Context: an optimization exercise on an open-source flow, tuned for small area. The choices shown serve that exercise and are no tape-out recipe. The RTL was checked by simulation tests, not by an equivalence proof against the original design. No activity file was given, so power comes from the tool's default toggle rates.

job 4593:
==> flow/design.v (excerpt) <==
module fir #(parameter DWIDTH = 16)
(
  input clk,
  input rstn,
  input signed [DWIDTH-1:0] i_data,
  output signed [(2*DWIDTH)-1:0] o_data
);
Size: ~1400 cells after synthesis, about 560 flip-flops, about 50 I/O pins, roughly 21000 um^2 of cells after synthesis.
clock: 8.0 ns
lec_check: 0
cap_margin: 20
core_margin: 2
core_utilization: 40
slew_margin: 20
synth_hierarchical: 1
synth_minimum_keep_size: 0
run.sh (not shown) runs the stock make flow with config.mk's settings and CLKGATE_MAP_FILE= SYNTH_SCRIPT=/design/flow/synth_recipe.tcl, a recipe that flattens the netlist after the stock synthesis.
### job 4593 -> job 6532
==> flow/flow/run.sh (new file) <==
#!/bin/bash
set -euo pipefail
cd "$(dirname "$0")/.."
export CTS_ARGS="-sink_clustering_enable -repair_clock_nets -dont_use_dummy_load -buf_list {sky130_fd_sc_hd__clkbuf_4 sky130_fd_sc_hd__clkbuf_8}"
export BUFFER_PORTS_ARGS="-buffer_cell sky130_fd_sc_hd__buf_1"
bash standard.sh > flow_make.log 2>&1
==> flow/standard.sh (new file) <==
#!/bin/bash
# synth_recipe.tcl (not shown) runs the flow's synth.tcl, then flattens the netlist and writes it again
# the make line also repeats each setting of config.mk as NAME=value (left out here)
make -C /OpenROAD-flow-scripts/flow DESIGN_CONFIG=/design/flow/config.mk WORK_HOME=/design/flow/orfs CLKGATE_MAP_FILE= SYNTH_SCRIPT=/design/flow/synth_recipe.tcl "${@:-finish}"
removed: flow/run.sh
### Flow results
Looking at job 4593 and job 6532, the share of the cycle needed by the critical path after routing is a wash. Compared with job 4593, in job 6532 worst hold slack held, non-clock buffer count stayed essentially flat, clock-buffer cell count went up by about 24%, post-synthesis cell count about even. Relative to job 4593, area of all placed cells without fillers decreased by about 4% in job 6532. For net switching fraction of the power, job 4593 and job 6532 come out practically identical. On job 6532: synthesis-to-layout area growth is 4.6 points lower than what job 4593 gave. Going from job 4593 to job 6532, the portion of the layout cell area used by non-clock buffers was found to have gone down by 1.2 points.
Input changes introduced in job 7626 (baseline for comparison: job 6532):
==> flow/flow/run.sh <==
#!/bin/bash
set -euo pipefail
cd "$(dirname "$0")/.."
export CTS_ARGS="-sink_clustering_enable -repair_clock_nets -dont_use_dummy_load -sink_clustering_size 10 -sink_clustering_max_diameter 50 -buf_list {sky130_fd_sc_hd__clkbuf_4}"
export BUFFER_PORTS_ARGS="-buffer_cell sky130_fd_sc_hd__buf_1"
bash standard.sh > flow_make.log 2>&1
Results
Job 7626 went all the way through the flow, and no timing, DRC or antenna check failed.
Growth of design area from synthesis to finish: job 7626 and job 6532 compared, lower one is job 7626
Compared with job 6532, job 7626 shows filler-free cell count of the finished design that has gone down slightly.
Where maximum frequency is concerned, job 6532 is better than job 7626.
There was hardly any difference in combinational power between job 6532 and job 7626.
Delta (job 7626 minus job 6532): via total after detailed routing lower; sequential power comparable; maximum cell stage delay along the critical path moved up.
Hold slack in job 7626 is 0.044 ns lower than in job 6532
[inputs] job 8399 vs job 7626
# job 7626
export LEC_CHECK = 0
export CAP_MARGIN = 20
export CORE_MARGIN = 2
export CORE_UTILIZATION = 40
export SLEW_MARGIN = 20
export SYNTH_HIERARCHICAL = 1
export SYNTH_MINIMUM_KEEP_SIZE = 0
create_clock -name core_clock -period 8.0 [get_ports {clk}]
# job 8399
export LEC_CHECK = 0
export CAP_MARGIN = 20
export CORE_MARGIN = 2
export CORE_UTILIZATION = 70
export CTS_BUF_LIST = sky130_fd_sc_hd__clkbuf_8
export SLEW_MARGIN = 20
export SYNTH_HIERARCHICAL = 1
export SYNTH_MINIMUM_KEEP_SIZE = 0
create_clock -name core_clock -period 8.0 [get_ports {clk}]
==> flow/run.sh (new file) <==
#!/bin/bash
# synth_recipe.tcl (not shown) runs the flow's synth.tcl, then flattens the netlist and writes it again
# the make line also repeats each setting of config.mk as NAME=value (left out here)
make -C /OpenROAD-flow-scripts/flow DESIGN_CONFIG=/design/flow/config.mk WORK_HOME=/design/flow/orfs CLKGATE_MAP_FILE= SYNTH_SCRIPT=/design/flow/synth_recipe.tcl finish
removed: flow/flow/run.sh
removed: flow/standard.sh
==> comparison <==
In job 8399 the implementation completed, yet the final layout does not meet the checks, the culprit being negative setup slack. The sum of negative setup slack reported for job 8399 is smaller than that of job 7626 by 0.021 ns. Job 8399 ended with less total number of tap cells than job 7626. Sum of internal, switching and leakage power: lower on job 7626. Taking job 8399 as 1.0, job 7626 lands at 0.949 on final area.

---

fir again, from the RTL that the note above started with.
export LEC_CHECK = 0
export CAP_MARGIN = 20
export CORE_MARGIN = 2
export CORE_UTILIZATION = 40
export SLEW_MARGIN = 20
export SYNTH_HIERARCHICAL = 1
export SYNTH_MINIMUM_KEEP_SIZE = 0
create_clock -name core_clock -period 8.0 [get_ports {clk}]
standard.sh (not shown) runs the stock make flow with config.mk's settings and CLKGATE_MAP_FILE= SYNTH_SCRIPT=/design/flow/synth_recipe.tcl, a recipe that flattens the netlist after the stock synthesis.
==> flow/flow/run.sh <==
#!/bin/bash
set -euo pipefail
cd "$(dirname "$0")/.."
export CTS_ARGS="-sink_clustering_enable -repair_clock_nets -dont_use_dummy_load -sink_clustering_size 25 -sink_clustering_max_diameter 100 -buf_list {sky130_fd_sc_hd__clkbuf_16}"
export BUFFER_PORTS_ARGS="-buffer_cell sky130_fd_sc_hd__buf_1"
bash standard.sh > flow_make.log 2>&1
Rerun with:
==> flow/run.sh (new file) <==
#!/bin/bash
# synth_recipe.tcl (not shown) runs the flow's synth.tcl, then flattens the netlist and writes it again
# the make line also repeats each setting of config.mk as NAME=value (left out here)
make -C /OpenROAD-flow-scripts/flow DESIGN_CONFIG=/design/flow/config.mk WORK_HOME=/design/flow/orfs CLKGATE_MAP_FILE= SYNTH_SCRIPT=/design/flow/synth_recipe.tcl finish
--- a/flow/config.mk
+++ b/flow/config.mk
@@ -10,0 +11,2 @@
+export CTS_BUF_LIST = sky130_fd_sc_hd__clkbuf_2 sky130_fd_sc_hd__clkbuf_4 sky130_fd_sc_hd__clkbuf_8
+export CTS_CLUSTER_SIZE = 20
removed: flow/flow/run.sh
removed: flow/standard.sh
What happened:
- The new run produced a clean layout
- combinational power is higher by 13%
- cell count is higher by 5.8%
- clock skew fell by 0.079 ns
- global-route usage came out higher by 0.49 points
- die area stays the same
- flip-flop and latch count stays the same
- non-clock buffer count is unchanged
Rerun with:
--- a/flow/config.mk
+++ b/flow/config.mk
@@ -11,2 +11 @@
-export CTS_BUF_LIST = sky130_fd_sc_hd__clkbuf_2 sky130_fd_sc_hd__clkbuf_4 sky130_fd_sc_hd__clkbuf_8
-export CTS_CLUSTER_SIZE = 20
+export CTS_BUF_LIST = sky130_fd_sc_hd__clkbuf_4
Effect:
- sequential share of layout area increases by 0.39 points
- routed wire length increases by about 0.7%
- die area does not change
- clock-buffer cell count increases by 71
- sequential power barely changes
- worst setup slack gains 0.033 ns
- combinational power is about the same
- register-to-register slack gains 0.03 ns

[what the ideal ports hide]
The flow's constraints put no driver on any port. The routed layouts listed below were extracted and timed again, unchanged, in two steps.
Step 1: set_driving_cell puts a clkbuf_16 on clk and a buf_2 on each other input, an assumption about the parent block.
Step 2, shift: input delay + t, output delay - t, t = (earliest + latest rising clock arrival at the registers) / 2. This alone moves slack from input paths to output paths.
a / b / c = no drivers / after step 1 / after step 2; a / b = the first two.
run | shift t [ns] | slack for setup (ns) | hold slack, ns | latest minus earliest clock arrival (ns)
job 4593 | 0.649 | 0.495 / 0.495 / 0.495 | 0.312 / 0.312 / 0.312 | 0.027 / 0.026
job 6532 | 0.658 | 0.499 / 0.499 / 0.499 | 0.309 / 0.309 / 0.309 | 0.060 / 0.060
job 7626 | 0.781 | 0.399 / 0.399 / 0.399 | 0.265 / 0.265 / 0.265 | 0.090 / 0.090
job 8399 | 0.674 | -0.021 / -0.021 / -0.021 | 0.303 / 0.304 / 0.304 | 0.046 / 0.047
the first run of note 2 | 0.627 | 0.443 / 0.443 / 0.443 | 0.272 / 0.272 / 0.272 | 0.100 / 0.099
the second run of note 2 | 0.697 | 0.459 / 0.459 / 0.459 | 0.316 / 0.316 / 0.316 | 0.024 / 0.024
the third run of note 2 | 0.948 | 0.492 / 0.492 / 0.492 | 0.301 / 0.301 / 0.301 | 0.053 / 0.053
